Source: an optimization exercise on an open RTL-to-GDS flow (aim: small area). Production flows keep margins and buffers that such runs may drop. RTL that was checked went through simulation tests only; none was proved equivalent to the original. No functional check of the RTL was part of run 5. Power and IR drop assume default switching activity.

`design.v`:
```
module alu(clk, rst, d1, d2, op, dout);
    input clk, rst;
    input [3:0] op;
    input [31:0] d1;
    input [31:0] d2;
    output reg [31:0] dout;
    wire is_add  = (op == 4'd0);
    wire is_sub  = (op == 4'd1);
    wire is_and  = (op == 4'd2);
    wire is_or   = (op == 4'd3);
    wire is_xor  = (op == 4'd4);
    wire is_srl  = (op == 4'd5);
    wire is_sll  = (op == 4'd6);
    wire is_slt  = (op == 4'd7);
    wire is_sra  = (op == 4'd8);
    wire is_sltu = (op == 4'd9);
    wire hold    = op[3] & (op[2] | op[1]);
    wire nr      = ~rst;
    genvar i;
    wire        sub = is_sub | is_slt | is_sltu;
    wire [31:0] bx  = d2 ^ {32{sub}};
    wire [31:0] pp  = d1 ^ bx;
    wire [31:0] gg  = d1 & bx;
    wire [32:0] pg0 = {pp, 1'b0};
    wire [32:0] gg0 = {gg, sub};
    wire G0_1 = gg0[1] | (pg0[1] & gg0[0]);
    wire P0_1 = pg0[1] & pg0[0];
    wire G0_3 = gg0[3] | (pg0[3] & gg0[2]);
    wire P0_3 = pg0[3] & pg0[2];
    wire G0_5 = gg0[5] | (pg0[5] & gg0[4]);
    wire P0_5 = pg0[5] & pg0[4];
    wire G0_7 = gg0[7] | (pg0[7] & gg0[6]);
    wire P0_7 = pg0[7] & pg0[6];
    wire G0_9 = gg0[9] | (pg0[9] & gg0[8]);
    wire P0_9 = pg0[9] & pg0[8];
    wire G0_11 = gg0[11] | (pg0[11] & gg0[10]);
    wire P0_11 = pg0[11] & pg0[10];
    wire G0_13 = gg0[13] | (pg0[13] & gg0[12]);
    wire P0_13 = pg0[13] & pg0[12];
    wire G0_15 = gg0[15] | (pg0[15] & gg0[14]);
    wire P0_15 = pg0[15] & pg0[14];
    wire G0_17 = gg0[17] | (pg0[17] & gg0[16]);
    wire P0_17 = pg0[17] & pg0[16];
    wire G0_19 = gg0[19] | (pg0[19] & gg0[18]);
    wire P0_19 = pg0[19] & pg0[18];
    wire G0_21 = gg0[21] | (pg0[21] & gg0[20]);
    wire P0_21 = pg0[21] & pg0[20];
    wire G0_23 = gg0[23] | (pg0[23] & gg0[22]);
    wire P0_23 = pg0[23] & pg0[22];
    wire G0_25 = gg0[25] | (pg0[25] & gg0[24]);
    wire P0_25 = pg0[25] & pg0[24];
    wire G0_27 = gg0[27] | (pg0[27] & gg0[26]);
    wire P0_27 = pg0[27] & pg0[26];
    wire G0_29 = gg0[29] | (pg0[29] & gg0[28]);
    wire P0_29 = pg0[29] & pg0[28];
    wire G0_31 = gg0[31] | (pg0[31] & gg0[30]);
    wire P0_31 = pg0[31] & pg0[30];
    wire G1_3 = G0_3 | (P0_3 & G0_1);
    wire P1_3 = P0_3 & P0_1;
    wire G1_7 = G0_7 | (P0_7 & G0_5);
    wire P1_7 = P0_7 & P0_5;
    wire G1_11 = G0_11 | (P0_11 & G0_9);
    wire P1_11 = P0_11 & P0_9;
    wire G1_15 = G0_15 | (P0_15 & G0_13);
    wire P1_15 = P0_15 & P0_13;
    wire G1_19 = G0_19 | (P0_19 & G0_17);
    wire P1_19 = P0_19 & P0_17;
    wire G1_23 = G0_23 | (P0_23 & G0_21);
    wire P1_23 = P0_23 & P0_21;
    wire G1_27 = G0_27 | (P0_27 & G0_25);
    wire P1_27 = P0_27 & P0_25;
    wire G1_31 = G0_31 | (P0_31 & G0_29);
    wire P1_31 = P0_31 & P0_29;
    wire G2_7 = G1_7 | (P1_7 & G1_3);
    wire P2_7 = P1_7 & P1_3;
    wire G2_15 = G1_15 | (P1_15 & G1_11);
    wire P2_15 = P1_15 & P1_11;
    wire G2_23 = G1_23 | (P1_23 & G1_19);
    wire P2_23 = P1_23 & P1_19;
    wire G2_31 = G1_31 | (P1_31 & G1_27);
    wire P2_31 = P1_31 & P1_27;
    wire G3_15 = G2_15 | (P2_15 & G2_7);
    wire P3_15 = P2_15 & P2_7;
    wire G3_31 = G2_31 | (P2_31 & G2_23);
    wire P3_31 = P2_31 & P2_23;
    wire G4_31 = G3_31 | (P3_31 & G3_15);
    wire P4_31 = P3_31 & P3_15;
    wire G6_23 = G2_23 | (P2_23 & G3_15);
    wire P6_23 = P2_23 & P3_15;
    wire G7_11 = G1_11 | (P1_11 & G2_7);
    wire P7_11 = P1_11 & P2_7;
    wire G7_19 = G1_19 | (P1_19 & G3_15);
    wire P7_19 = P1_19 & P3_15;
    wire G7_27 = G1_27 | (P1_27 & G6_23);
    wire P7_27 = P1_27 & P6_23;
    wire G8_5 = G0_5 | (P0_5 & G1_3);
    wire P8_5 = P0_5 & P1_3;
    wire G8_9 = G0_9 | (P0_9 & G2_7);
    wire P8_9 = P0_9 & P2_7;
    wire G8_13 = G0_13 | (P0_13 & G7_11);
    wire P8_13 = P0_13 & P7_11;
    wire G8_17 = G0_17 | (P0_17 & G3_15);
    wire P8_17 = P0_17 & P3_15;
    wire G8_21 = G0_21 | (P0_21 & G7_19);
    wire P8_21 = P0_21 & P7_19;
    wire G8_25 = G0_25 | (P0_25 & G6_23);
    wire P8_25 = P0_25 & P6_23;
    wire G8_29 = G0_29 | (P0_29 & G7_27);
    wire P8_29 = P0_29 & P7_27;
    wire G9_2 = gg0[2] | (pg0[2] & G0_1);
    wire P9_2 = pg0[2] & P0_1;
    wire G9_4 = gg0[4] | (pg0[4] & G1_3);
    wire P9_4 = pg0[4] & P1_3;
    wire G9_6 = gg0[6] | (pg0[6] & G8_5);
    wire P9_6 = pg0[6] & P8_5;
    wire G9_8 = gg0[8] | (pg0[8] & G2_7);
    wire P9_8 = pg0[8] & P2_7;
    wire G9_10 = gg0[10] | (pg0[10] & G8_9);
    wire P9_10 = pg0[10] & P8_9;
    wire G9_12 = gg0[12] | (pg0[12] & G7_11);
    wire P9_12 = pg0[12] & P7_11;
    wire G9_14 = gg0[14] | (pg0[14] & G8_13);
    wire P9_14 = pg0[14] & P8_13;
    wire G9_16 = gg0[16] | (pg0[16] & G3_15);
    wire P9_16 = pg0[16] & P3_15;
    wire G9_18 = gg0[18] | (pg0[18] & G8_17);
    wire P9_18 = pg0[18] & P8_17;
    wire G9_20 = gg0[20] | (pg0[20] & G7_19);
    wire P9_20 = pg0[20] & P7_19;
    wire G9_22 = gg0[22] | (pg0[22] & G8_21);
    wire P9_22 = pg0[22] & P8_21;
    wire G9_24 = gg0[24] | (pg0[24] & G6_23);
    wire P9_24 = pg0[24] & P6_23;
    wire G9_26 = gg0[26] | (pg0[26] & G8_25);
    wire P9_26 = pg0[26] & P8_25;
    wire G9_28 = gg0[28] | (pg0[28] & G7_27);
    wire P9_28 = pg0[28] & P7_27;
    wire G9_30 = gg0[30] | (pg0[30] & G8_29);
    wire P9_30 = pg0[30] & P8_29;
    wire G9_32 = gg0[32] | (pg0[32] & G4_31);
    wire P9_32 = pg0[32] & P4_31;
    wire [32:0] cy;
    assign cy[0] = gg0[0];
    assign cy[1] = G0_1;
    assign cy[2] = G9_2;
    assign cy[3] = G1_3;
    assign cy[4] = G9_4;
    assign cy[5] = G8_5;
    assign cy[6] = G9_6;
    assign cy[7] = G2_7;
    assign cy[8] = G9_8;
    assign cy[9] = G8_9;
    assign cy[10] = G9_10;
    assign cy[11] = G7_11;
    assign cy[12] = G9_12;
    assign cy[13] = G8_13;
    assign cy[14] = G9_14;
    assign cy[15] = G3_15;
    assign cy[16] = G9_16;
    assign cy[17] = G8_17;
    assign cy[18] = G9_18;
    assign cy[19] = G7_19;
    assign cy[20] = G9_20;
    assign cy[21] = G8_21;
    assign cy[22] = G9_22;
    assign cy[23] = G6_23;
    assign cy[24] = G9_24;
    assign cy[25] = G8_25;
    assign cy[26] = G9_26;
    assign cy[27] = G7_27;
    assign cy[28] = G9_28;
    assign cy[29] = G8_29;
    assign cy[30] = G9_30;
    assign cy[31] = G4_31;
    assign cy[32] = G9_32;
    wire        ltu = ~cy[32];
    wire        lt  = ltu ^ d1[31] ^ d2[31];
    wire        use_cy = is_add | is_sub;
    wire [31:0] sum = pp ^ (cy[31:0] & {32{use_cy}});
    wire        big  = |d2[31:5];
    wire        sh_l = is_sll;
    wire        sh_r = is_srl | is_sra;
    wire        sh_on = sh_l | sh_r;
    wire        fill = is_sra & d1[31];
    wire [31:0] t0;
    assign t0[0] = ~((sh_l & d1[31]) | (sh_r & d1[0]));
    assign t0[1] = ~((sh_l & d1[30]) | (sh_r & d1[1]));
    assign t0[2] = ~((sh_l & d1[29]) | (sh_r & d1[2]));
    assign t0[3] = ~((sh_l & d1[28]) | (sh_r & d1[3]));
    assign t0[4] = ~((sh_l & d1[27]) | (sh_r & d1[4]));
    assign t0[5] = ~((sh_l & d1[26]) | (sh_r & d1[5]));
    assign t0[6] = ~((sh_l & d1[25]) | (sh_r & d1[6]));
    assign t0[7] = ~((sh_l & d1[24]) | (sh_r & d1[7]));
    assign t0[8] = ~((sh_l & d1[23]) | (sh_r & d1[8]));
    assign t0[9] = ~((sh_l & d1[22]) | (sh_r & d1[9]));
    assign t0[10] = ~((sh_l & d1[21]) | (sh_r & d1[10]));
    assign t0[11] = ~((sh_l & d1[20]) | (sh_r & d1[11]));
    assign t0[12] = ~((sh_l & d1[19]) | (sh_r & d1[12]));
    assign t0[13] = ~((sh_l & d1[18]) | (sh_r & d1[13]));
    assign t0[14] = ~((sh_l & d1[17]) | (sh_r & d1[14]));
    assign t0[15] = ~((sh_l & d1[16]) | (sh_r & d1[15]));
    assign t0[16] = ~((sh_l & d1[15]) | (sh_r & d1[16]));
    assign t0[17] = ~((sh_l & d1[14]) | (sh_r & d1[17]));
    assign t0[18] = ~((sh_l & d1[13]) | (sh_r & d1[18]));
    assign t0[19] = ~((sh_l & d1[12]) | (sh_r & d1[19]));
    assign t0[20] = ~((sh_l & d1[11]) | (sh_r & d1[20]));
    assign t0[21] = ~((sh_l & d1[10]) | (sh_r & d1[21]));
    assign t0[22] = ~((sh_l & d1[9]) | (sh_r & d1[22]));
    assign t0[23] = ~((sh_l & d1[8]) | (sh_r & d1[23]));
    assign t0[24] = ~((sh_l & d1[7]) | (sh_r & d1[24]));
    assign t0[25] = ~((sh_l & d1[6]) | (sh_r & d1[25]));
    assign t0[26] = ~((sh_l & d1[5]) | (sh_r & d1[26]));
    assign t0[27] = ~((sh_l & d1[4]) | (sh_r & d1[27]));
    assign t0[28] = ~((sh_l & d1[3]) | (sh_r & d1[28]));
    assign t0[29] = ~((sh_l & d1[2]) | (sh_r & d1[29]));
    assign t0[30] = ~((sh_l & d1[1]) | (sh_r & d1[30]));
    assign t0[31] = ~((sh_l & d1[0]) | (sh_r & d1[31]));
    wire m0 = sh_on & d2[0];
    wire n0 = sh_on & ~d2[0];
    wire [31:0] t1;
    assign t1[0] = ~((m0 & t0[1]) | (n0 & t0[0]));
    assign t1[1] = ~((m0 & t0[2]) | (n0 & t0[1]));
    assign t1[2] = ~((m0 & t0[3]) | (n0 & t0[2]));
    assign t1[3] = ~((m0 & t0[4]) | (n0 & t0[3]));
    assign t1[4] = ~((m0 & t0[5]) | (n0 & t0[4]));
    assign t1[5] = ~((m0 & t0[6]) | (n0 & t0[5]));
    assign t1[6] = ~((m0 & t0[7]) | (n0 & t0[6]));
    assign t1[7] = ~((m0 & t0[8]) | (n0 & t0[7]));
    assign t1[8] = ~((m0 & t0[9]) | (n0 & t0[8]));
    assign t1[9] = ~((m0 & t0[10]) | (n0 & t0[9]));
    assign t1[10] = ~((m0 & t0[11]) | (n0 & t0[10]));
    assign t1[11] = ~((m0 & t0[12]) | (n0 & t0[11]));
    assign t1[12] = ~((m0 & t0[13]) | (n0 & t0[12]));
    assign t1[13] = ~((m0 & t0[14]) | (n0 & t0[13]));
    assign t1[14] = ~((m0 & t0[15]) | (n0 & t0[14]));
    assign t1[15] = ~((m0 & t0[16]) | (n0 & t0[15]));
    assign t1[16] = ~((m0 & t0[17]) | (n0 & t0[16]));
    assign t1[17] = ~((m0 & t0[18]) | (n0 & t0[17]));
    assign t1[18] = ~((m0 & t0[19]) | (n0 & t0[18]));
    assign t1[19] = ~((m0 & t0[20]) | (n0 & t0[19]));
    assign t1[20] = ~((m0 & t0[21]) | (n0 & t0[20]));
    assign t1[21] = ~((m0 & t0[22]) | (n0 & t0[21]));
    assign t1[22] = ~((m0 & t0[23]) | (n0 & t0[22]));
    assign t1[23] = ~((m0 & t0[24]) | (n0 & t0[23]));
    assign t1[24] = ~((m0 & t0[25]) | (n0 & t0[24]));
    assign t1[25] = ~((m0 & t0[26]) | (n0 & t0[25]));
    assign t1[26] = ~((m0 & t0[27]) | (n0 & t0[26]));
    assign t1[27] = ~((m0 & t0[28]) | (n0 & t0[27]));
    assign t1[28] = ~((m0 & t0[29]) | (n0 & t0[28]));
    assign t1[29] = ~((m0 & t0[30]) | (n0 & t0[29]));
    assign t1[30] = ~((m0 & t0[31]) | (n0 & t0[30]));
    assign t1[31] = ~((m0 & ~fill) | (n0 & t0[31]));
    wire m1 = sh_on & d2[1];
    wire n1 = sh_on & ~d2[1];
    wire [31:0] t2;
    assign t2[0] = ~((m1 & t1[2]) | (n1 & t1[0]));
    assign t2[1] = ~((m1 & t1[3]) | (n1 & t1[1]));
    assign t2[2] = ~((m1 & t1[4]) | (n1 & t1[2]));
    assign t2[3] = ~((m1 & t1[5]) | (n1 & t1[3]));
    assign t2[4] = ~((m1 & t1[6]) | (n1 & t1[4]));
    assign t2[5] = ~((m1 & t1[7]) | (n1 & t1[5]));
    assign t2[6] = ~((m1 & t1[8]) | (n1 & t1[6]));
    assign t2[7] = ~((m1 & t1[9]) | (n1 & t1[7]));
    assign t2[8] = ~((m1 & t1[10]) | (n1 & t1[8]));
    assign t2[9] = ~((m1 & t1[11]) | (n1 & t1[9]));
    assign t2[10] = ~((m1 & t1[12]) | (n1 & t1[10]));
    assign t2[11] = ~((m1 & t1[13]) | (n1 & t1[11]));
    assign t2[12] = ~((m1 & t1[14]) | (n1 & t1[12]));
    assign t2[13] = ~((m1 & t1[15]) | (n1 & t1[13]));
    assign t2[14] = ~((m1 & t1[16]) | (n1 & t1[14]));
    assign t2[15] = ~((m1 & t1[17]) | (n1 & t1[15]));
    assign t2[16] = ~((m1 & t1[18]) | (n1 & t1[16]));
    assign t2[17] = ~((m1 & t1[19]) | (n1 & t1[17]));
    assign t2[18] = ~((m1 & t1[20]) | (n1 & t1[18]));
    assign t2[19] = ~((m1 & t1[21]) | (n1 & t1[19]));
    assign t2[20] = ~((m1 & t1[22]) | (n1 & t1[20]));
    assign t2[21] = ~((m1 & t1[23]) | (n1 & t1[21]));
    assign t2[22] = ~((m1 & t1[24]) | (n1 & t1[22]));
    assign t2[23] = ~((m1 & t1[25]) | (n1 & t1[23]));
    assign t2[24] = ~((m1 & t1[26]) | (n1 & t1[24]));
    assign t2[25] = ~((m1 & t1[27]) | (n1 & t1[25]));
    assign t2[26] = ~((m1 & t1[28]) | (n1 & t1[26]));
    assign t2[27] = ~((m1 & t1[29]) | (n1 & t1[27]));
    assign t2[28] = ~((m1 & t1[30]) | (n1 & t1[28]));
    assign t2[29] = ~((m1 & t1[31]) | (n1 & t1[29]));
    assign t2[30] = ~((m1 & fill) | (n1 & t1[30]));
    assign t2[31] = ~((m1 & fill) | (n1 & t1[31]));
    wire m2 = sh_on & d2[2];
    wire n2 = sh_on & ~d2[2];
    wire [31:0] t3;
    assign t3[0] = ~((m2 & t2[4]) | (n2 & t2[0]));
    assign t3[1] = ~((m2 & t2[5]) | (n2 & t2[1]));
    assign t3[2] = ~((m2 & t2[6]) | (n2 & t2[2]));
    assign t3[3] = ~((m2 & t2[7]) | (n2 & t2[3]));
    assign t3[4] = ~((m2 & t2[8]) | (n2 & t2[4]));
    assign t3[5] = ~((m2 & t2[9]) | (n2 & t2[5]));
    assign t3[6] = ~((m2 & t2[10]) | (n2 & t2[6]));
    assign t3[7] = ~((m2 & t2[11]) | (n2 & t2[7]));
    assign t3[8] = ~((m2 & t2[12]) | (n2 & t2[8]));
    assign t3[9] = ~((m2 & t2[13]) | (n2 & t2[9]));
    assign t3[10] = ~((m2 & t2[14]) | (n2 & t2[10]));
    assign t3[11] = ~((m2 & t2[15]) | (n2 & t2[11]));
    assign t3[12] = ~((m2 & t2[16]) | (n2 & t2[12]));
    assign t3[13] = ~((m2 & t2[17]) | (n2 & t2[13]));
    assign t3[14] = ~((m2 & t2[18]) | (n2 & t2[14]));
    assign t3[15] = ~((m2 & t2[19]) | (n2 & t2[15]));
    assign t3[16] = ~((m2 & t2[20]) | (n2 & t2[16]));
    assign t3[17] = ~((m2 & t2[21]) | (n2 & t2[17]));
    assign t3[18] = ~((m2 & t2[22]) | (n2 & t2[18]));
    assign t3[19] = ~((m2 & t2[23]) | (n2 & t2[19]));
    assign t3[20] = ~((m2 & t2[24]) | (n2 & t2[20]));
    assign t3[21] = ~((m2 & t2[25]) | (n2 & t2[21]));
    assign t3[22] = ~((m2 & t2[26]) | (n2 & t2[22]));
    assign t3[23] = ~((m2 & t2[27]) | (n2 & t2[23]));
    assign t3[24] = ~((m2 & t2[28]) | (n2 & t2[24]));
    assign t3[25] = ~((m2 & t2[29]) | (n2 & t2[25]));
    assign t3[26] = ~((m2 & t2[30]) | (n2 & t2[26]));
    assign t3[27] = ~((m2 & t2[31]) | (n2 & t2[27]));
    assign t3[28] = ~((m2 & ~fill) | (n2 & t2[28]));
    assign t3[29] = ~((m2 & ~fill) | (n2 & t2[29]));
    assign t3[30] = ~((m2 & ~fill) | (n2 & t2[30]));
    assign t3[31] = ~((m2 & ~fill) | (n2 & t2[31]));
    wire m3 = sh_on & d2[3];
    wire n3 = sh_on & ~d2[3];
    wire [31:0] t4;
    assign t4[0] = ~((m3 & t3[8]) | (n3 & t3[0]));
    assign t4[1] = ~((m3 & t3[9]) | (n3 & t3[1]));
    assign t4[2] = ~((m3 & t3[10]) | (n3 & t3[2]));
    assign t4[3] = ~((m3 & t3[11]) | (n3 & t3[3]));
    assign t4[4] = ~((m3 & t3[12]) | (n3 & t3[4]));
    assign t4[5] = ~((m3 & t3[13]) | (n3 & t3[5]));
    assign t4[6] = ~((m3 & t3[14]) | (n3 & t3[6]));
    assign t4[7] = ~((m3 & t3[15]) | (n3 & t3[7]));
    assign t4[8] = ~((m3 & t3[16]) | (n3 & t3[8]));
    assign t4[9] = ~((m3 & t3[17]) | (n3 & t3[9]));
    assign t4[10] = ~((m3 & t3[18]) | (n3 & t3[10]));
    assign t4[11] = ~((m3 & t3[19]) | (n3 & t3[11]));
    assign t4[12] = ~((m3 & t3[20]) | (n3 & t3[12]));
    assign t4[13] = ~((m3 & t3[21]) | (n3 & t3[13]));
    assign t4[14] = ~((m3 & t3[22]) | (n3 & t3[14]));
    assign t4[15] = ~((m3 & t3[23]) | (n3 & t3[15]));
    assign t4[16] = ~((m3 & t3[24]) | (n3 & t3[16]));
    assign t4[17] = ~((m3 & t3[25]) | (n3 & t3[17]));
    assign t4[18] = ~((m3 & t3[26]) | (n3 & t3[18]));
    assign t4[19] = ~((m3 & t3[27]) | (n3 & t3[19]));
    assign t4[20] = ~((m3 & t3[28]) | (n3 & t3[20]));
    assign t4[21] = ~((m3 & t3[29]) | (n3 & t3[21]));
    assign t4[22] = ~((m3 & t3[30]) | (n3 & t3[22]));
    assign t4[23] = ~((m3 & t3[31]) | (n3 & t3[23]));
    assign t4[24] = ~((m3 & fill) | (n3 & t3[24]));
    assign t4[25] = ~((m3 & fill) | (n3 & t3[25]));
    assign t4[26] = ~((m3 & fill) | (n3 & t3[26]));
    assign t4[27] = ~((m3 & fill) | (n3 & t3[27]));
    assign t4[28] = ~((m3 & fill) | (n3 & t3[28]));
    assign t4[29] = ~((m3 & fill) | (n3 & t3[29]));
    assign t4[30] = ~((m3 & fill) | (n3 & t3[30]));
    assign t4[31] = ~((m3 & fill) | (n3 & t3[31]));
    wire m4 = sh_on & d2[4];
    wire n4 = sh_on & ~d2[4];
    wire [31:0] t5;
    assign t5[0] = ~((m4 & t4[16]) | (n4 & t4[0]));
    assign t5[1] = ~((m4 & t4[17]) | (n4 & t4[1]));
    assign t5[2] = ~((m4 & t4[18]) | (n4 & t4[2]));
    assign t5[3] = ~((m4 & t4[19]) | (n4 & t4[3]));
    assign t5[4] = ~((m4 & t4[20]) | (n4 & t4[4]));
    assign t5[5] = ~((m4 & t4[21]) | (n4 & t4[5]));
    assign t5[6] = ~((m4 & t4[22]) | (n4 & t4[6]));
    assign t5[7] = ~((m4 & t4[23]) | (n4 & t4[7]));
    assign t5[8] = ~((m4 & t4[24]) | (n4 & t4[8]));
    assign t5[9] = ~((m4 & t4[25]) | (n4 & t4[9]));
    assign t5[10] = ~((m4 & t4[26]) | (n4 & t4[10]));
    assign t5[11] = ~((m4 & t4[27]) | (n4 & t4[11]));
    assign t5[12] = ~((m4 & t4[28]) | (n4 & t4[12]));
    assign t5[13] = ~((m4 & t4[29]) | (n4 & t4[13]));
    assign t5[14] = ~((m4 & t4[30]) | (n4 & t4[14]));
    assign t5[15] = ~((m4 & t4[31]) | (n4 & t4[15]));
    assign t5[16] = ~((m4 & ~fill) | (n4 & t4[16]));
    assign t5[17] = ~((m4 & ~fill) | (n4 & t4[17]));
    assign t5[18] = ~((m4 & ~fill) | (n4 & t4[18]));
    assign t5[19] = ~((m4 & ~fill) | (n4 & t4[19]));
    assign t5[20] = ~((m4 & ~fill) | (n4 & t4[20]));
    assign t5[21] = ~((m4 & ~fill) | (n4 & t4[21]));
    assign t5[22] = ~((m4 & ~fill) | (n4 & t4[22]));
    assign t5[23] = ~((m4 & ~fill) | (n4 & t4[23]));
    assign t5[24] = ~((m4 & ~fill) | (n4 & t4[24]));
    assign t5[25] = ~((m4 & ~fill) | (n4 & t4[25]));
    assign t5[26] = ~((m4 & ~fill) | (n4 & t4[26]));
    assign t5[27] = ~((m4 & ~fill) | (n4 & t4[27]));
    assign t5[28] = ~((m4 & ~fill) | (n4 & t4[28]));
    assign t5[29] = ~((m4 & ~fill) | (n4 & t4[29]));
    assign t5[30] = ~((m4 & ~fill) | (n4 & t4[30]));
    assign t5[31] = ~((m4 & ~fill) | (n4 & t4[31]));
    wire [31:0] y = t5;
    wire e_r = nr & sh_r & ~big;
    wire e_l = nr & sh_l & ~big;
    wire [31:0] shres;
    generate for (i = 0; i < 32; i = i + 1) begin : g_sh
        assign shres[i] = (e_r & y[i]) | (e_l & y[31 - i]);
    end endgenerate
    wire e_h   = nr & hold;
    wire e_lt  = nr & ((is_slt & lt) | (is_sltu & ltu));
    wire e_sum = nr & (is_add | is_sub | is_xor | is_or);
    wire e_g   = nr & (is_and | is_or);
    wire [31:0] nxt = ({32{e_sum}} & sum) | ({32{e_g}} & gg) | shres
                    | ({32{e_h}} & dout) | {31'd0, e_lt};
    always @(posedge clk)
        dout <= nxt;
endmodule
```
`flow/run.sh`:
```
#!/bin/bash
# Own layout flow: the standard ORFS flow (standard.sh), with
#  - ORFS's synthesis run unchanged except that ABC maps with an area script
#    (flow/abc_area.script, hooked in by flow/abc_hook.tcl) in place of the
#    delay-oriented one;
#  - the extra make settings in flow/make_args.txt (one per line): ports
#    buffered with sky130_fd_sc_hd__buf_1, clock tree built from clkbuf_8
#    without dummy loads, and ORFS's power recovery (gate downsizing) after
#    global routing.
# The tools' logs are ORFS's own, under orfs/logs; make's output is flow.log.
set -euo pipefail
W=$PWD
export AREA_ABC_SCRIPT=$W/flow/abc_area.script
{ head -n 1 synth_recipe.tcl; echo "source $W/flow/abc_hook.tcl"; tail -n +2 synth_recipe.tcl; } > synth_area.tcl
EXTRA=()
if [[ -f flow/make_args.txt ]]; then mapfile -t EXTRA < flow/make_args.txt; fi
bash standard.sh SYNTH_SCRIPT=$W/synth_area.tcl "${EXTRA[@]}" finish > flow.log 2>&1
```
`flow/abc_area.script`:
```
&get -n
&st
&synch2
&nf -R 1000 -p -F 8 -A 4
&put
topo
stime -c
buffer -c
upsize -c
dnsize -c
```
`flow/abc_hook.tcl`:
```
# Run ABC with an area-oriented script instead of ORFS's delay-oriented one.
# Everything else in ORFS's synthesis is left as it is.
proc abc {args} {
  set i [lsearch -exact $args -script]
  if { $i >= 0 } {
    set args [lreplace $args [expr {$i + 1}] [expr {$i + 1}] $::env(AREA_ABC_SCRIPT)]
  }
  set j [lsearch -exact $args -D]
  if { $j >= 0 } {
    set args [lreplace $args $j [expr {$j + 1}]]
  }
  yosys abc {*}$args
}
```
`flow/make_args.txt`:
```
BUFFER_PORTS_ARGS=-buffer_cell sky130_fd_sc_hd__buf_1
CTS_ARGS=-sink_clustering_enable -repair_clock_nets -dont_use_dummy_load -buf_list sky130_fd_sc_hd__clkbuf_8
RECOVER_POWER=100
```
`standard.sh`:
```
#!/bin/bash
# synth_recipe.tcl (not shown) runs the flow's synth.tcl, then flattens the netlist and writes it again
# the make line also repeats each setting of config.mk as NAME=value (left out here)
make -C /OpenROAD-flow-scripts/flow DESIGN_CONFIG=/design/flow/config.mk WORK_HOME=/design/flow/orfs CLKGATE_MAP_FILE= SYNTH_SCRIPT=/design/flow/synth_recipe.tcl "${@:-finish}"
```
`config.mk`:
```
export PLATFORM = sky130hd
export DESIGN_NAME = alu
export DESIGN_NICKNAME = alu
export VERILOG_FILES = /design/flow/design.v
export SDC_FILE = /design/flow/constraint.sdc
export NUM_CORES = 4
export LEC_CHECK = 0
export CAP_MARGIN = 20
export CORE_MARGIN = 2
export CORE_UTILIZATION = 40
export PLACE_DENSITY = 0.9
export SLEW_MARGIN = 20
```
`constraint.sdc`:
```
create_clock -name core_clock -period 5.0 [get_ports {clk}]
set_input_delay 1.0000 -clock core_clock [delete_from_list [all_inputs] [get_ports {clk}]]
set_output_delay 1.0000 -clock core_clock [all_outputs]
set_load 0.01 [all_outputs]
```
==> results of run 1 <==
cells by family after synthesis:
| logic type | share of synthesized area (%) |
|---|---|
| buffers and inverters | 5.56 |
| adder cells (fa/ha/maj) | 8.47 |
| flip-flops | 13.6 |
| XOR/XNOR | 12.2 |
| AO/OA/AOI/OAI | 45.6 |
| multiplexers | 0.212 |
| AND/OR/NAND/NOR | 14.4 |
Yosys cell counts (all sizes together) (9+ instances only):
cell type | count | area share, %
ha | 32 | 8.5
o211ai | 15 | 2.4
nor2 | 34 | 2.7
clkbuf | 44 | 3.5
xnor2 | 49 | 9.1
a22oi | 10 | 1.6
nand3 | 11 | 1.2
a222oi | 24 | 5.1
nor4 | 9 | 1.2
dfxtp | 32 | 14
o22ai | 112 | 15
nand2 | 67 | 5.6
o221ai | 13 | 2.4
xor2 | 17 | 3.1
o21ai | 55 | 6.0
a22o | 28 | 5.2
buf | 15 | 1.8
a21oi | 36 | 4.3
worst max-delay path by stage:
stage | startpoint | end | slack (ps) | cells past startpoint
global route | op[2] | dout[0]$_DFF_P_ | 140 | 21
global placement | op[2] | dout[30]$_DFF_P_ | 470 | 21
finish | op[2] | dout[0]$_DFF_P_ | 330 | 21
detailed placement | op[2] | dout[0]$_DFF_P_ | 330 | 21
CTS | op[2] | dout[0]$_DFF_P_ | 600 | 21
floorplan | op[1] | dout[0]$_DFF_P_ | 670 | 22
where the power goes:
group | switching (µW) | internal (µW)
Sequential | 13.5 | 276
Combinational | 346 | 211
Clock | 97.9 | 89.9
worst max-delay path: stages:
cell      delay, ps
buf_1           110
buf_4           170
o21ai_2         180
nand2_4         240
xnor2_1         210
ha_1            330
a21oi_1         190
o21ai_2         110
a21oi_1         290
nor2b_1         140
a221o_1         390
and4b_1         220
nand2_1          70
nand2_1         140
a21oi_4         230
o31ai_1         150
a21oi_2         210
xnor2_1         150
o21ai_1          80
nand3b_1         90
o211ai_1         80
layer usage:
| layer | vias up | GRT usage [%] |
|---|---|---|
| met3 | 85 | 4.50 |
| met1 | 2697 | 36.3 |
| met5 | - | 0 |
| li1 | 2744 | - |
| met2 | 550 | 42.8 |
| met4 | 0 | 13.4 |
area by class of cell:
| class | instances | area (µm²) | share of cell area, % |
|---|---|---|---|
| Multi-Input combinational cell | 559 | 3840 | 73.0 |
| Tap cell | 143 | 179 | 3.40 |
| Inverter | 3 | 11.3 | 0.214 |
| Sequential cell | 32 | 641 | 12.2 |
| Clock buffer | 5 | 68.8 | 1.31 |
| Timing Repair Buffer | 120 | 522 | 9.92 |
through the flow:
| step | worst slack, ps | utilization [%] | std cells |
|---|---|---|---|
| 2_1_floorplan | 665 | - | 653 |
| 3_3_place_gp | 471 | 45.4 | 857 |
| 3_5_place_dp | 332 | 45.4 | 857 |
| 4_1_cts | 603 | 46.0 | 862 |
| 5_1_grt | 139 | 45.9 | 862 |
| 6_report | 330 | 45.9 | 862 |
==> flow_summary.ini, run 1 <==
[timing]
setup_viol = 0
final.period_utilization_pct = 93.4
timing.fmax_mhz = 214
rsz0062_at_grt = no
final.setup_skew_ps = 0
setup_tns_ps = 0
holdWs_ps = 519
slew_viol_final = 0
final-hold-violation-count = 0
slew-limit-headroom_pct = 23.3
min_period_ps = 4670
worstMarginPinSlew_ps = 1140

[power_and_ir_drop]
vdd_drop_max_mv = 0.138
power.density_nw_per_um2 = 197
p_leak_uw = 0.00190
fin_total_pwr_uw = 1030

[critical_path]
cp-start-kind = primary input
crit_required_ps = 5120
worst-path-max-fanout = 20
path_class = primary input to flip-flop
ff2ff_setup_slack_ps = 3810
worstRegToRegCells = 3
end_kind = flip-flop
reg2reg_to = dout[0]$_DFF_P_
r2r_start = dout[0]$_DFF_P_
arrival_ps = 4790

[grt]
grt-ovfl-total = 0
grt_pass1_vias = 5385
track_usage_pct = 27.3
grt_max_degree = 34
grt_antenna_before_repair = 0
grt_pass1_wl_mm = 28.1

[floorplanning]
fp.dieArea_um2 = 12700
initial_utilization_pct = 41.2
core_area_um2 = 11500
die_h_um = 113
die_w_um = 113
fp-row-count = 39
io-pin-count = 102

[final_layout]
layout-drive-gt1-share_pct = 5.29
nets = 823
fill_cells = 1146
reg_top3 = dout: 32 flops
fin_area_um2 = 5260
area_delta_synth_final_pct = 11.3
most-common-layout-cells = o22ai_1, buf_1, nand2_1, o21ai_0, xnor2_1
largest_reg_flops = 32
layout.cells.most_common = o22ai_1
top_register = dout
antennaDiodeCount = 0

[clocking]
clockBufferDepth = 2
root_buffer = clkbuf_8
cts_resized = 0
cts_buffers = 5
clkTransAtPathRegs_ps = 70
hold_buffers = 0
htreeDepth = 2
insertion_delay_ps = 270
post_cts_buffers = 0
cts.sinks = 32
cts_tree = built

[yosys]
yosys_warnings = 1
ys_seq_area_share_pct = 13.6
ys_seq_elements = 32
yosys_most_used_dff = dfxtp_1
synthArstFlopShare_pct = 0
syn_nets = 755
synth.distinct_cells = 51
synthCells = 653
syn_avg_cell_area_um2 = 7.24
synth_edf_count = 0
netlist_area_um2 = 4730

[placed_design]
placed_cell_area_um2 = 5200
place_congestion = 1.08
port_buffers = 101
dp_hpwl_mm = 14.1

[drt]
dr.pass1.iters = 9
viasPerCell = 7.05
drc = 0
wl_met3_mm = 2.63
antenna_left = 0
vias = 6076
top_layer_used = met4
drt_first_iter_violations = 1212
met2_length_mm = 7.90
wl_per_cell_um = 21.2
drt-met1-wl_mm = 6.81
drt_wl_total_mm = 18.2

[worst_hold_path]
min_path_cells = 2
hold_path_end = dout[20]$_DFF_P_
hp-class = flip-flop to flip-flop
hold_start = dout[20]$_DFF_P_

[run_status]
outcome = no timing/DRC/antenna violations

[flow_run]
maxCapViolCount = 0
==> run 2: changes to the inputs <==
==> flow/abc_area.script (replaced) <==
&get -n
&st
&synch2
&nf -R 1000 -p
&put
topo
stime -c
buffer -c
upsize -c
dnsize -c
==> flow/make_args.txt (replaced) <==
BUFFER_PORTS_ARGS=-buffer_cell sky130_fd_sc_hd__buf_1
CTS_ARGS=-repair_clock_nets -dont_use_dummy_load -buf_list sky130_fd_sc_hd__clkbuf_8
RECOVER_POWER=100
--- a/config.mk
+++ b/config.mk
@@ -9,4 +9,3 @@
 export CORE_MARGIN = 2
 export CORE_UTILIZATION = 40
-export PLACE_DENSITY = 0.9
 export SLEW_MARGIN = 20
==> run 2 against run 1 <==
Against the previous run:
- utilization increased by 0.39 points
- flip-flop and latch count unchanged
- non-clock buffer count up 3
- hold slack got worse by 13 ps
- synthesized cell count rose by 1.5%
- critical endpoint unchanged
- largest cell class unchanged
==> flow_summary.ini, run 2 <==
[yosys]
syn_avg_cell_area_um2 = 7.16
ys_seq_area_share_pct = 13.5
yosys_most_used_dff = dfxtp_1
yosys_warnings = 1
synthArstFlopShare_pct = 0
syn_nets = 765
synth.distinct_cells = 56
synthCells = 663
synth_edf_count = 0
synth_area_leaders = dfxtp_1, o22ai_1, xnor2_1, ha_1, a222oi_1
yosys.area.top_type_share_pct = 13.5
ys_seq_elements = 32
yosys-top-cells-count = o22ai_1, nand2_1, o21ai_0
synth_top_cell_by_area = dfxtp_1
netlist_area_um2 = 4740
yosysMostFrequentCell = o22ai_1

[clocking]
hold_buffers = 0
clockBufferDepth = 2
post_cts_buffers = 0
cts.sinks = 32
insertion_delay_ps = 290
htreeDepth = 2
cts_buffers = 5
root_buffer = clkbuf_8
cts_resized = 0
cts_tree = built
clkTransAtPathRegs_ps = 70

[placed_design]
placed_cell_area_um2 = 5260
port_buffers = 101
place_congestion = 1.01
dp_hpwl_mm = 15.8

[final_layout]
antennaDiodeCount = 0
layout.cells.most_common = o22ai_1
top_register = dout
fill_cells = 1217
nets = 835
most-common-layout-cells = o22ai_1, buf_1, nand2_1, o21ai_0, xnor2_1
area_delta_synth_final_pct = 12.3
layout-drive-gt1-share_pct = 6.16
reg_top3 = dout: 32 flops
largest_reg_flops = 32
fin_area_um2 = 5330
multi_input_area_um2 = 3890
register_area_um2 = 641

[grt]
track_usage_pct = 30.8
grt_antenna_before_repair = 0
grt-ovfl-total = 0
grt_pass1_vias = 5357
grt_pass1_wl_mm = 30.8
grt_max_degree = 36

[floorplanning]
fp.dieArea_um2 = 12700
core_area_um2 = 11500
fp-row-count = 39
io-pin-count = 102
die_h_um = 113
die_w_um = 113
initial_utilization_pct = 41.2

[drt]
dr.pass1.iters = 9
antenna_left = 0
wl_per_cell_um = 23.4
drt_wl_total_mm = 20.4
drc = 0
drt_first_iter_violations = 908
viasPerCell = 6.90
vias = 6027

[flow_run]
maxCapViolCount = 0

[timing]
timing.fmax_mhz = 220
min_period_ps = 4550
setup_viol = 0
slew-limit-headroom_pct = 38.1
final.setup_skew_ps = 0
final-hold-violation-count = 0
rsz0062_at_grt = no
final.period_utilization_pct = 91.0
worstMarginPinSlew_ps = 929
setup_tns_ps = 0
slew_viol_final = 0

[critical_path]
arrival_ps = 4700
end_kind = flip-flop
cp-start-kind = primary input
crit_required_ps = 5150
path_cells = buf_1, nor2b_4, nand2_2, o21ai_2, nand2_2, buf_4, xnor2_1, ha_1, nand2_1, o21ai_0, a21oi_2, nor2b_2, a221o_1, and4b_1, nand2_1, nand2_2, a21oi_4, o31ai_2, a21oi_2, and4b_1, a41oi_1, o221ai_1
worst-path-max-fanout = 13
slowest_stage = ha_1
path_class = primary input to flip-flop
worst_path_largest_cell_delay_ps = 330
crit_top_cell = nand2_2

[worst_hold_path]
hp-class = flip-flop to flip-flop

[power_and_ir_drop]
netSwitchingFraction_pct = 45.2
power.switching_uw = 482
vdd_drop_max_mv = 0.170
seqPwrFrac_pct = 27.2
power.density_nw_per_um2 = 200
p_leak_uw = 0.00192
comb_power_share_pct = 54.6
intPower_uw = 583
clock_power_share_pct = 18.2

[run_status]
outcome = no timing/DRC/antenna violations
[run 2: cell count changes after synthesis, moves of 3 or more]
cell	change
nor2_1	+15
o22ai_1	-10
o22a_1	+3
clkbuf_1	-3
buf_1	+7
o21a_1	-6
a21oi_1	+3
[run 2: cell families (layout without fill, tap and decap cells)]
group,Yosys count,count (layout),share of synthesized area (%)
compound gates,310,310,45.0
simple gates,159,159,15.3
xor+xnor,66,66,12.2
buf+inv,62,130,5.14
fa+ha+maj,32,32,8.44
flops,32,32,13.5
mux,2,2,0.422
[run 2: layer usage]
metal | vias up | GRT usage [%] | share of wire, % | wire length (µm)
met5 | - | 0 | 0 | 0
met4 | 0 | 7.40 | 1.9 | 389
met3 | 38 | 4.71 | 11 | 2320
met2 | 415 | 49.4 | 45 | 9140
met1 | 2812 | 43.5 | 42 | 8580
li1 | 2762 | - | - | -
[run 2: power groups by stage]
stage	Combinational [µW]	Clock, µW	Sequential (µW)
after floorplan	383	0	302
after global placement	552	0	294
after detailed placement	560	0	295
after CTS	563	198	289
after global routing	626	202	291
final	581	194	290
[run 2: layout make-up]
cell class,instances,share of cell area (%)
Clock buffer,5,1.29
Tap cell,143,3.36
Inverter,2,0.141
Sequential cell,32,12.0
Multi-Input combinational cell,569,73.0
Timing Repair Buffer,123,10.2
[run 2: final timing paths]
path / from / endpoint / cells after the start / slack, ps
worst max register to register: dout[0]$_DFF_P_ / dout[0]$_DFF_P_ / 3 / 3870
worst min register to register: dout[20]$_DFF_P_ / dout[20]$_DFF_P_ / 2 / 510
worst min-delay path: dout[20]$_DFF_P_ / dout[20]$_DFF_P_ / 2 / 510
worst max-delay path: op[2] / dout[0]$_DFF_P_ / 22 / 450
[run 2: critical path, delay by kind of cell]
family / cells / cell delay [ps]
fa+ha+maj: 1 / 330
buf+inv: 2 / 390
compound gates: 9 / 1420
xor+xnor: 1 / 130
simple gates: 9 / 1420
[run 2: through the flow]
stage	setup WS (ps)	hold WS (ps)	power, µW	util, %	cells
2_1_floorplan	435	538	685	-	663
3_3_place_gp	242	488	846	45.6	869
3_5_place_dp	180	494	855	45.7	869
4_1_cts	477	513	1050	46.3	874
5_1_grt	92.2	552	1120	46.3	874
6_report	450	506	1060	46.3	874
==> run 3: changes to the inputs <==
==> flow/abc_area.script (replaced) <==
&get -n
&st
&synch2
&nf -R 1000 -p -F 8 -A 4
&put
topo
stime -c
buffer -c
upsize -c
dnsize -c
==> flow/make_args.txt (replaced) <==
BUFFER_PORTS_ARGS=-buffer_cell sky130_fd_sc_hd__buf_1
CTS_ARGS=-repair_clock_nets -dont_use_dummy_load -buf_list sky130_fd_sc_hd__clkbuf_16 -sink_clustering_enable -sink_clustering_size 32
RECOVER_POWER=100
==> run 3 against run 2 <==
Against the previous run:
- critical path type unchanged
- largest power group unchanged
- global-route usage fell by 1.1 points
- via count fell by 1.2%
- register-to-register slack got worse by 70 ps
- first-iteration DRC count fell by 13%
- utilization rose by 0.17 points
- maximum frequency fell by 1.7%
- synthesized cell count fell by 1.5%
- critical path depth fell by 1
- still clean on timing, DRC and antenna
- area after synthesis fell by 0.37%
- die area fell by 0.35%
- largest cell class unchanged
==> flow_summary.ini, run 3 <==
[critical_path]
cp-start-kind = primary input
ff2ff_setup_slack_ps = 3800
worstRegToRegCells = 2
worst-path-max-fanout = 15
path_class = primary input to flip-flop
r2r_start = dout[9]$_DFF_P_
crit_required_ps = 5130
arrival_ps = 4750
end_kind = flip-flop
reg2reg_to = dout[9]$_DFF_P_

[final_layout]
nets = 822
top_register = dout
largest_reg_flops = 32
layout-drive-gt1-share_pct = 5.43
layout.cells.most_common = o22ai_1
most-common-layout-cells = o22ai_1, buf_1, nand2_1, o21ai_0, xnor2_1
antennaDiodeCount = 0
area_delta_synth_final_pct = 12.7
reg_top3 = dout: 32 flops

[clocking]
htreeDepth = 2
hold_buffers = 0
clockBufferDepth = 2
clkTransAtPathRegs_ps = 50
cts_tree = built
cts.sinks = 32
cts_resized = 0
insertion_delay_ps = 280
root_buffer = clkbuf_16
cts_buffers = 5
post_cts_buffers = 0

[timing]
slew_viol_final = 0
slew-limit-headroom_pct = 37.0
worstMarginPinSlew_ps = 943
setup_viol = 0
rsz0062_at_grt = no
min_period_ps = 4630
final-hold-violation-count = 0
final.period_utilization_pct = 92.6
final.setup_skew_ps = 0
setup_tns_ps = 0
timing.fmax_mhz = 216

[worst_hold_path]
min_path_cells = 2
hold_start = dout[20]$_DFF_P_
hp-class = flip-flop to flip-flop
hold_path_end = dout[20]$_DFF_P_

[yosys]
synth.distinct_cells = 51
netlist_area_um2 = 4730
synthArstFlopShare_pct = 0
ys_seq_elements = 32
yosys_most_used_dff = dfxtp_1
synth_area_leaders = o22ai_1, dfxtp_1, xnor2_1, ha_1, o21ai_0
yosys.area.top_type_share_pct = 14.8
synth_edf_count = 0
yosys_warnings = 1
syn_avg_cell_area_um2 = 7.24
synthCells = 653
yosysMostFrequentCell = o22ai_1
syn_nets = 755
synth_top_cell_by_area = o22ai_1
yosys-top-cells-count = o22ai_1, nand2_1, o21ai_0
ys_seq_area_share_pct = 13.6

[grt]
grt_antenna_before_repair = 0
grt_pass1_vias = 5223
track_usage_pct = 29.7
grt-ovfl-total = 0
grt_max_degree = 34
grt_pass1_wl_mm = 29.7

[drt]
viasPerCell = 6.92
drc = 0
drt_first_iter_violations = 788
wl_per_cell_um = 22.9
drt_wl_total_mm = 19.7
vias = 5957
antenna_left = 0
dr.pass1.iters = 7

[power_and_ir_drop]
power.density_nw_per_um2 = 214
fin_total_pwr_uw = 1140
p_leak_uw = 0.00193
vdd_drop_max_mv = 0.117

[placed_design]
dp_hpwl_mm = 15.3
port_buffers = 101
place_congestion = 0.992

[floorplanning]
fp.dieArea_um2 = 12700
initial_utilization_pct = 41.2
core_area_um2 = 11500
io-pin-count = 102
fp-row-count = 39
die_w_um = 113
die_h_um = 113

[run_status]
outcome = no timing/DRC/antenna violations

[flow_run]
maxCapViolCount = 0
-- run 3: cell count changes after synthesis, moves of 3 or more --
cell / before / now
a21oi_1: 35 / 32
buf_1: 12 / 5
clkbuf_1: 41 / 44
nor2_1: 49 / 34
o21a_1: 2 / 8
o22a_1: 4 / 1
o22ai_1: 102 / 112
-- run 3: logic make-up (layout without fill, tap and decap cells) --
kind of cell | Yosys count | after routing | share of synthesized area [%]
AOI/OAI and AO/OA | 315 | 315 | 45.6
xor gates and xnor gates | 66 | 66 | 12.2
adders and majority gates | 32 | 32 | 8.47
buffers and inverters | 62 | 127 | 5.56
DFF | 32 | 32 | 13.6
muxes | 1 | 1 | 0.212
and+or+nand+nor | 145 | 145 | 14.4
-- run 3: how the worst max path moves through the flow --
stage               startpoint  cells past startpoint               end
global route             op[2]                     21  dout[30]$_DFF_P_
CTS                      op[2]                     21   dout[0]$_DFF_P_
detailed placement       op[2]                     21   dout[0]$_DFF_P_
global placement         op[2]                     21  dout[30]$_DFF_P_
finish                   op[2]                     21   dout[0]$_DFF_P_
floorplan                op[1]                     22   dout[0]$_DFF_P_
-- run 3: stage by stage --
stage               hold WS, ps  std cells  util (%)  instance area, µm²  setup WS (ps)
floorplan                   538        653         -                4730            665
global placement            489        856      45.4                5200            384
detailed placement          496        856      45.4                5200            243
CTS                         510        861      46.5                5330            524
global route                539        861      46.4                5330            168
finish                      511        861      46.4                5330            372
-- run 3: per-layer routing --
layer	GRT usage [%]	vias to the layer above	routed length (µm)
met5	0	-	0
met4	10.0	0	609
met3	4.02	55	2170
met2	45.1	377	8590
met1	43.1	2799	8330
li1	-	2726	-
-- run 3: layout make-up --
class | count | area [µm²]
clock buffers | 5 | 125
fillers | 1158 | 6140
inverters | 3 | 11.3
multi-input cells | 559 | 3840
flip-flops and latches | 32 | 641
well taps | 143 | 179
repair buffers | 119 | 527
-- run 3: critical path, cell delays in order --
cell and delay, ps:
clkbuf_1 280, nand3b_4 150, o21ai_2 110, nand2_4 210, xnor2_1 200, ha_1 350, a21oi_1 210, o21ai_0 120
a21oi_1 290, nor2b_1 130, a221o_1 390, and4b_1 210, nand2_1 90, nand2_2 100, a21oi_4 200, o31ai_2 120
a21oi_2 190, xnor2_1 140, o21ai_1 70, nand3b_1 100, o211ai_1 90
-- run 3: report_power, final --
group	switching, µW	total (µW)	internal, µW
combinational	347	560	212
sequential	13.8	291	277
clock	112	288	176
total	474	1140	665
==> run 4: changes to the inputs <==
==> flow/make_args.txt (replaced) <==
BUFFER_PORTS_ARGS=-buffer_cell sky130_fd_sc_hd__buf_1
CTS_ARGS=-repair_clock_nets -dont_use_dummy_load -buf_list sky130_fd_sc_hd__clkbuf_8 -sink_clustering_enable -sink_buffer_max_cap_derate 1.0 -sink_clustering_size 32 -sink_clustering_max_diameter 300
RECOVER_POWER=100
==> run 4 against run 3 <==
Against the previous run:
- critical endpoint unchanged
- clock skew stayed put
- utilization down 0.50 points
- synthesized cell count unchanged
- combinational power hardly changed
- cell area decreased by 1.1%
- critical path type unchanged
- maximum frequency hardly changed
- hold slack better by 9.0 ps
==> flow_summary.ini, run 4 <==
[run_status]
outcome = no timing/DRC/antenna violations

[final_layout]
fin_util_pct = 45.9
fill_cells = 1163
reg_top3 = dout: 32 flops
multi_input_area_um2 = 3840
largest_reg_flops = 32
final_cells = 861
area_delta_synth_final_pct = 11.4
layout.cells.most_common = o22ai_1
layout-drive-gt1-share_pct = 5.57
nets = 822
antennaDiodeCount = 0
top_register = dout
most-common-layout-cells = o22ai_1, buf_1, nand2_1, o21ai_0, xnor2_1
register_area_um2 = 641

[floorplanning]
io-pin-count = 102
fp.dieArea_um2 = 12700
fp-row-count = 39
core_area_um2 = 11500
die_h_um = 113
die_w_um = 113
initial_utilization_pct = 41.2

[critical_path]
worst-path-max-fanout = 15
end_kind = flip-flop
cp-start-kind = primary input
path_cells = clkbuf_1, nand3b_4, o21ai_2, nand2_2, xnor2_1, ha_1, a21oi_1, o21ai_0, a21oi_2, nor2b_1, a221o_1, and4b_1, nand2_1, nand2_2, a21oi_4, o31ai_2, a21oi_2, xnor2_1, o21ai_1, nand3b_1, o211ai_1
path_class = primary input to flip-flop
crit_required_ps = 5130
cpLargestDelayFamily = compound AO/OA/AOI/OAI gates
crit_buf_inv = 1
worst_path_largest_cell_delay_ps = 380
slowest_stage = a221o_1
ff2ff_setup_slack_ps = 3780
arrival_ps = 4760

[placed_design]
dp.cells = 856
place_congestion = 0.992
port_buffers = 101
dp_hpwl_mm = 15.3

[clocking]
hold_buffers = 0
cts_buffers = 5
htreeDepth = 2
cts_resized = 0
cts.sinks = 32
clockBufferDepth = 2
root_buffer = clkbuf_8
post_cts_buffers = 0
insertion_delay_ps = 280
clkTransAtPathRegs_ps = 60
cts_tree = built

[yosys]
netlist_area_um2 = 4730
ys_seq_elements = 32
yosys.area.top_type_share_pct = 14.8
syn_avg_cell_area_um2 = 7.24
yosysMostFrequentCell = o22ai_1
yosys_warnings = 1
yosys-top-cells-count = o22ai_1, nand2_1, o21ai_0
synth_edf_count = 0
synthCells = 653
synth_area_leaders = o22ai_1, dfxtp_1, xnor2_1, ha_1, o21ai_0
ys_seq_area_share_pct = 13.6
synth_top_cell_by_area = o22ai_1
syn_nets = 755
synth.distinct_cells = 51
synthArstFlopShare_pct = 0
yosys_most_used_dff = dfxtp_1

[flow_run]
maxCapViolCount = 0

[drt]
viasPerCell = 6.93
antenna_left = 0
drc = 0
wl_per_cell_um = 22.8
drt_first_iter_violations = 823
vias = 5971
drt_wl_total_mm = 19.6
dr.pass1.iters = 8

[grt]
track_usage_pct = 29.5
grt_pass1_wl_mm = 29.7
grt_pass1_vias = 5239
grt_antenna_before_repair = 0
grt-ovfl-total = 0
grt_max_degree = 34

[power_and_ir_drop]
netSwitchingFraction_pct = 44.3
vdd_drop_max_mv = 0.130
clock_power_share_pct = 18.1
p_leak_uw = 0.00190
power.density_nw_per_um2 = 197
comb_power_share_pct = 54.0
intPower_uw = 579
seqPwrFrac_pct = 27.9
power.switching_uw = 460

[timing]
timing.fmax_mhz = 216
final-hold-violation-count = 0
slew_viol_final = 0
rsz0062_at_grt = no
min_period_ps = 4630
slew-limit-headroom_pct = 35.8
final.setup_skew_ps = 0
setup_viol = 0
setup_tns_ps = 0
final.period_utilization_pct = 92.6
worstMarginPinSlew_ps = 960

[worst_hold_path]
hp-class = flip-flop to flip-flop
## run 4: cell counts after synthesis
No cell type changed its count.
## run 4: power by group through the flow
| stage | registers [µW] | clock network, µW | logic [µW] |
|---|---|---|---|
| 2_1_floorplan | 302 | 0 | 379 |
| 3_3_place_gp | 294 | 0 | 539 |
| 3_5_place_dp | 295 | 0 | 544 |
| 4_1_cts | 290 | 189 | 547 |
| 5_1_grt | 291 | 201 | 605 |
| 6_report | 290 | 188 | 561 |
## run 4: final timing paths
check / startpoint / to / cells past startpoint
worst max-delay path: op[2] / dout[0]$_DFF_P_ / 21
worst min-delay path: dout[20]$_DFF_P_ / dout[20]$_DFF_P_ / 2
worst max register to register: dout[9]$_DFF_P_ / dout[9]$_DFF_P_ / 2
worst min register to register: dout[20]$_DFF_P_ / dout[20]$_DFF_P_ / 2
## run 4: routing by layer
| layer | global-route usage [%] | wire, µm | share of wire [%] |
|---|---|---|---|
| met1 | 43.0 | 8560 | 44 |
| met2 | 45.3 | 8700 | 44 |
| met3 | 3.70 | 1910 | 9.7 |
| met4 | 9.51 | 470 | 2.4 |
| met5 | 0 | 0 | 0 |
## run 4: stage by stage
| step | hold WS (ps) | cell area, µm² | power [µW] | setup slack, ps |
|---|---|---|---|---|
| after floorplan | 538 | 4730 | 681 | 665 |
| after detailed placement | 496 | 5200 | 839 | 243 |
| after global placement | 489 | 5200 | 834 | 384 |
| after CTS | 514 | 5270 | 1030 | 534 |
| final | 520 | 5270 | 1040 | 372 |
| after global routing | 545 | 5270 | 1100 | 148 |
## run 4: worst register-to-register path, cell delays in order (launching register included)
cell      delay [ps]
dfxtp_1          330
a222oi_1         410
o221ai_1         280
## run 4: layout make-up
| type | count | share of cell area (%) |
|---|---|---|
| multi-input cells | 559 | 72.9 |
| flip-flops and latches | 32 | 12.2 |
| repair buffers | 119 | 10.0 |
| well taps | 143 | 3.40 |
| clock buffers | 5 | 1.31 |
| inverters | 3 | 0.214 |
## run 4: cells by family after synthesis
group / count (synthesis) / share of synthesized area [%]
AOI/OAI and AO/OA: 315 / 45.6
buffers and inverters: 62 / 5.56
xor gates and xnor gates: 66 / 12.2
muxes: 1 / 0.212
DFF: 32 / 13.6
adders and majority gates: 32 / 8.47
and+or+nand+nor: 145 / 14.4
==> run 5: changes to the inputs <==
--- a/design.v
+++ b/design.v
@@ -19,7 +19,7 @@
     genvar i;
     wire        sub = is_sub | is_slt | is_sltu;
-    wire [31:0] bx  = d2 ^ {32{sub}};
-    wire [31:0] pp  = d1 ^ bx;
-    wire [31:0] gg  = d1 & bx;
+    wire [31:0] hh  = d1 ^ d2;
+    wire [31:0] pp  = hh ^ {32{sub}};
+    wire [31:0] gg  = d1 & ~pp;
     wire [32:0] pg0 = {pp, 1'b0};
     wire [32:0] gg0 = {gg, sub};
==> flow/make_args.txt (replaced) <==
BUFFER_PORTS_ARGS=-buffer_cell sky130_fd_sc_hd__buf_1
CTS_ARGS=-sink_clustering_enable -repair_clock_nets -dont_use_dummy_load -buf_list sky130_fd_sc_hd__clkbuf_8
RECOVER_POWER=100
==> run 5 against run 4 <==
Against the previous run:
- power up 8.7%
- flip-flop and latch count did not move
- critical path depth is 4 lower
- cell area up 8.4%
- clock skew stayed put
- non-clock buffer count is 17 higher
- register-to-register slack gained 120 ps
- worst setup slack got worse by 56 ps
- first-iteration DRC count fell by 15%
- largest cell class unchanged
==> flow_summary.ini, run 5 <==
[clocking]
cts_buffers = 5
clkTransAtPathRegs_ps = 70
cts.sinks = 32
root_buffer = clkbuf_8
clockBufferDepth = 2
cts_tree = built
insertion_delay_ps = 290
cts_resized = 0
hold_buffers = 0
htreeDepth = 2
post_cts_buffers = 0

[grt]
track_usage_pct = 31.4
grt_pass1_vias = 5647
grt_pass1_wl_mm = 32.3
grt_max_degree = 37
grt_antenna_before_repair = 0
gr-usage-met3_pct = 6.18
grt-busiest-layer = met2
grtUsageMet1_pct = 45.0
grt-ovfl-total = 0
met2_usage_pct = 48.0

[critical_path]
path_class = primary input to flip-flop
end_kind = flip-flop
arrival_ps = 4830
worst-path-max-fanout = 16
crit_required_ps = 5150
cp-start-kind = primary input

[timing]
slew-limit-headroom_pct = 33.3
final.period_utilization_pct = 93.7
min_period_ps = 4680
slew_viol_final = 0
final.setup_skew_ps = 0
setup_viol = 0
worstMarginPinSlew_ps = 997
setup_ws_ps = 316
timing.fmax_mhz = 213
final-hold-violation-count = 0
setup_tns_ps = 0
holdWs_ps = 490
rsz0062_at_grt = no

[floorplanning]
io-pin-count = 102
initial_utilization_pct = 41.3
die_h_um = 116
core_area_um2 = 12200
fp.dieArea_um2 = 13500
die_w_um = 116
fp-row-count = 40

[final_layout]
largest_reg_flops = 32
most-common-layout-cells = o22ai_1, buf_1, xnor2_1, nor2_1, nand2_1
layout.cells.most_common = o22ai_1
antennaDiodeCount = 0
final_cells = 957
layout-drive-gt1-share_pct = 8.62
fin_util_pct = 46.9
nets = 861
area_delta_synth_final_pct = 13.6
top_register = dout
reg_top3 = dout: 32 flops

[yosys]
yosys.area.top_type_share_pct = 14.1
synthArstFlopShare_pct = 0
synth_top_cell_by_area = o22ai_1
yosys-top-cells-count = o22ai_1, xnor2_1, nor2_1
yosys_most_used_dff = dfxtp_1
synth_edf_count = 0
synth.distinct_cells = 62
yosysMostFrequentCell = o22ai_1
yosys_warnings = 1
syn_avg_cell_area_um2 = 7.09
syn_nets = 779
ys_seq_area_share_pct = 12.7
netlist_area_um2 = 5030
synthCells = 709
ys_seq_elements = 32
synth_area_leaders = o22ai_1, dfxtp_1, xnor2_1, a22o_1, nor2_1

[worst_hold_path]
hp-class = flip-flop to flip-flop

[drt]
drt_first_iter_violations = 698
wl_per_cell_um = 22.7
drc = 0
dr.pass1.iters = 7
vias = 6321
antenna_left = 0
viasPerCell = 6.61
drt_wl_total_mm = 21.7

[power_and_ir_drop]
power.density_nw_per_um2 = 198
vdd_drop_max_mv = 0.133
p_leak_uw = 0.00195

[placed_design]
place_congestion = 0.966
dp.cells = 952
dp_hpwl_mm = 16.9
port_buffers = 101
place_ws_ps = 68.2

[run_status]
outcome = no timing/DRC/antenna violations

[flow_run]
maxCapViolCount = 0
[run 5: power by group]
group	total (µW)	switching (µW)	internal, µW
Combinational	644	402	242
Clock	195	105	90.0
Sequential	290	13.7	276
[run 5: worst paths after layout]
check	startpoint	to	slack [ps]	cells after the start
worst max register to register	dout[0]$_DFF_P_	dout[0]$_DFF_P_	3900	3
worst max-delay path	op[3]	dout[31]$_DFF_P_	320	17
worst min register to register	dout[12]$_DFF_P_	dout[12]$_DFF_P_	490	2
worst min-delay path	dout[12]$_DFF_P_	dout[12]$_DFF_P_	490	2
[run 5: per-stage QoR]
step / instance area [µm²] / total power [µW]
final: 5710 / 1130
after global routing: 5710 / 1190
after CTS: 5730 / 1120
after detailed placement: 5660 / 924
after global placement: 5660 / 920
after floorplan: 5030 / 728
[run 5: cell families after synthesis]
kind of cell / after synthesis / share of synthesized area (%)
buffers and inverters: 68 / 5.45
AOI/OAI and AO/OA: 311 / 43.3
adders and majority gates: 1 / 0.199
and+or+nand+nor: 194 / 18.7
muxes: 18 / 3.63
xor gates and xnor gates: 85 / 15.9
DFF: 32 / 12.7
[run 5: worst max-delay path, cell delays in order]
cell      delay [ps]
buf_1            150
nor2b_4           70
nand2_2          100
o21ai_2           80
nand2_4          220
buf_4            380
xnor2_1          220
nor4_1           600
a221o_1          310
a21oi_4           70
nor2_4           170
a21oi_4           90
o41ai_2          540
a31oi_1          240
or3_1            390
nand3_1           90
o211ai_1          90
[run 5: layout make-up]
type | count | area, µm²
multi-input cells | 609 | 4130
fillers | 1289 | 6450
inverters | 7 | 26.3
repair buffers | 136 | 631
clock buffers | 5 | 68.8
flip-flops and latches | 32 | 641
well taps | 168 | 210
[run 5: metal layers]
metal	vias to the layer above	part of all wire (%)
li1	2930	-
met2	351	44
met5	-	0
met3	48	9.6
met4	0	2.6
met1	2992	44
==> run 6: changes to the inputs <==
--- a/design.v
+++ b/design.v
@@ -19,7 +19,7 @@
     genvar i;
     wire        sub = is_sub | is_slt | is_sltu;
-    wire [31:0] hh  = d1 ^ d2;
-    wire [31:0] pp  = hh ^ {32{sub}};
-    wire [31:0] gg  = d1 & ~pp;
+    wire [31:0] bx  = d2 ^ {32{sub}};
+    wire [31:0] pp  = d1 ^ bx;
+    wire [31:0] gg  = d1 & bx;
     wire [32:0] pg0 = {pp, 1'b0};
     wire [32:0] gg0 = {gg, sub};
==> flow/abc_area.script (replaced) <==
&get -n
&st
&dc2
&synch2
&nf -R 1000 -p -F 8 -A 4
&put
topo
stime -c
buffer -c
upsize -c
dnsize -c
--- a/config.mk
+++ b/config.mk
@@ -9,3 +9,5 @@
 export CORE_MARGIN = 2
 export CORE_UTILIZATION = 40
+export GPL_ROUTABILITY_DRIVEN = 0
+export PLACE_DENSITY = 0.8
 export SLEW_MARGIN = 20
==> run 6 against run 5 <==
Against the previous run:
- combinational power is 18% lower
- cell area decreased by 7.5%
- hold slack better by 47 ps
- final cell count is 12% lower
- power is 11% lower
- clock skew is the same
- sequential share of layout area rose by 0.91 points
- via count decreased by 5.4%
- global-route usage fell by 4.3 points
==> flow_summary.ini, run 6 <==
[power_and_ir_drop]
vdd_drop_max_mv = 0.154
power.density_nw_per_um2 = 191
p_leak_uw = 0.00185

[worst_hold_path]
hold_start = dout[15]$_DFF_P_
hp-class = flip-flop to flip-flop
hold_path_end = dout[15]$_DFF_P_
min_path_cells = 2

[clocking]
cts_resized = 0
hold_buffers = 0
post_cts_buffers = 0
insertion_delay_ps = 290
clkTransAtPathRegs_ps = 70
root_buffer = clkbuf_8
cts_tree = built
cts.sinks = 32
clockBufferDepth = 2
cts_buffers = 5
htreeDepth = 2

[floorplanning]
fp.dieArea_um2 = 12700
io-pin-count = 102
initial_utilization_pct = 41.1
core_area_um2 = 11500
die_w_um = 113
die_h_um = 113
fp-row-count = 39

[grt]
grt_antenna_before_repair = 0
grt_pass1_vias = 5224
grt_pass1_wl_mm = 27.9
grt-ovfl-total = 0
track_usage_pct = 27.1
grt_max_degree = 36

[critical_path]
crit_buf_inv = 1
arrival_ps = 4920
crit_required_ps = 5200
cpLargestDelayFamily = compound AO/OA/AOI/OAI gates
r2r_start = dout[0]$_DFF_P_
slowest_stage = ha_1
end_kind = flip-flop
reg2reg_to = dout[0]$_DFF_P_
ff2ff_setup_slack_ps = 3900
worst-path-max-fanout = 4
path_class = primary input to flip-flop
worst_path_largest_cell_delay_ps = 310
cp-start-kind = primary input
worstRegToRegCells = 3
crit_top_cell = a21o_1

[yosys]
synthXorXnorAreaFrac_pct = 11.3
yosysMostFrequentCell = o22ai_1
ys_seq_elements = 32
synth_area_leaders = dfxtp_1, o22ai_1, xnor2_1, ha_1, a22o_1
yosys.area.top_type_share_pct = 13.6
synth.distinct_cells = 53
yosys_most_used_dff = dfxtp_1
syn_nets = 733
synthArstFlopShare_pct = 0
synthCells = 631
synth_edf_count = 0
yosys_warnings = 1
synth-compound-area-share_pct = 47.9
ys_seq_area_share_pct = 13.6
syn_avg_cell_area_um2 = 7.47
yosys-top-cells-count = o22ai_1, xnor2_1, clkbuf_1
yosys.area_share.adder_pct = 8.50
synth-simple-area-share_pct = 12.3
synthMuxAreaShare_pct = 1.27
synth_top_cell_by_area = dfxtp_1
netlist_area_um2 = 4710
synth_top_family_by_area = compound AO/OA/AOI/OAI gates

[drt]
drt_wl_total_mm = 18.1
dr.pass1.iters = 8
drt_first_iter_violations = 1105
vias = 5979
drc = 0
wl_per_cell_um = 21.5
viasPerCell = 7.11
antenna_left = 0

[timing]
timing.fmax_mhz = 212
slew-limit-headroom_pct = 26.8
holdWs_ps = 536
rsz0062_at_grt = no
setup_viol = 0
setup_ws_ps = 278
slew_viol_final = 0
final-hold-violation-count = 0
worstMarginPinSlew_ps = 1100
final.period_utilization_pct = 94.4
setup_tns_ps = 0
min_period_ps = 4720
final.setup_skew_ps = 0

[final_layout]
final_cells = 841
layout.cells.most_common = buf_1
reg_top3 = dout: 32 flops
layout-drive-gt1-share_pct = 6.59
top_register = dout
area_delta_synth_final_pct = 12.1
fill_cells = 1151
most-common-layout-cells = buf_1, o22ai_1, xnor2_1, nand2_1, o21ai_0
largest_reg_flops = 32
fin_util_pct = 46.1
antennaDiodeCount = 0
nets = 802

[placed_design]
dp.cells = 836
port_buffers = 101
place_ws_ps = 145
dp_hpwl_mm = 13.9

[run_status]
outcome = no timing/DRC/antenna violations

[flow_run]
maxCapViolCount = 0
[run 6: power breakdown]
part / leakage [µW] / switching [µW] / internal (µW)
combinational: 0.00156 / 321 / 204
clock: 0.0000359 / 102 / 89.9
sequential: 0.000262 / 14.6 / 276
total: 0.00185 / 438 / 570
[run 6: worst max-delay path by stage]
stage | startpoint | endpoint | slack, ps | cells after the start
finish | op[1] | dout[30]$_DFF_P_ | 280 | 26
detailed placement | op[1] | dout[30]$_DFF_P_ | 150 | 26
global placement | op[1] | dout[30]$_DFF_P_ | 340 | 26
CTS | op[1] | dout[30]$_DFF_P_ | 400 | 26
floorplan | op[1] | dout[0]$_DFF_P_ | 210 | 26
global route | op[1] | dout[30]$_DFF_P_ | 30 | 26
[run 6: layout make-up]
class,instances,area (µm²),area share [%]
multi-input cells,537,3860,73.2
flip-flops and latches,32,641,12.1
repair buffers,120,514,9.74
well taps,143,179,3.39
clock buffers,5,68.8,1.30
inverters,4,15.0,0.284
[run 6: cell families (layout without fill, tap and decap cells)]
kind of cell	Yosys count	count (layout)
adder cells (fa/ha/maj)	32	32
buffers and inverters	62	129
flip-flops	32	32
multiplexers	6	6
AO/OA/AOI/OAI	315	315
AND/OR/NAND/NOR	123	123
XOR/XNOR	61	61
[run 6: worst min-delay path: stages, from the launching register on]
cell	delay, ps
dfxtp_1	340
a222oi_1	90
o211ai_1	80
[run 6: metal layers]
layer	global-route usage (%)	wire [µm]	part of all wire, %	vias to the layer above
met5	0	0	0	-
met4	8.29	715	4.0	0
met3	4.70	2630	15	92
met2	43.5	7930	44	539
met1	37.3	6780	38	2671
li1	-	-	-	2677
[run 6: stage by stage]
stage               instance area (µm²)  power, µW
detailed placement                 5220        804
floorplan                          4710        656
finish                             5280       1010
CTS                                5290        990
global route                       5280       1050
global placement                   5220        796

## separate check: timing with driven ports
No port has a modelled driver above. Below, the same layouts with a new extraction and two added sets of constraints.
Step 1 assumes that a clkbuf_16 drives the clock port and a buf_2 every other input.
Step 2, shift: input delay + t, output delay - t, t = (earliest + latest rising clock arrival at the registers) / 2. This alone moves slack from input paths to output paths.
Three values: ideal ports, drivers, drivers and shift; two values: the first two.
run	shift t [ns]	setup slack, ns	worst setup path after step 2	cell pins on the clock port's net
run 1	0.310	0.330 / 0.340 / 0.030	input to register	1
run 2	0.323	0.450 / 0.461 / 0.138	input to register	1
run 3	0.315	0.372 / 0.381 / 0.066	input to register	1
run 4	0.316	0.372 / 0.376 / 0.060	input to register	1
run 5	0.326	0.316 / 0.321 / -0.005	input to register	1
run 6	0.316	0.278 / 0.285 / -0.031	input to register	1
With both steps, setup timing fails in run 5 and run 6, where it was met with ideal ports. For run 5, which loses most, drivers alone change the setup slack by +0.005 ns; drivers and shift together by -0.321 ns.
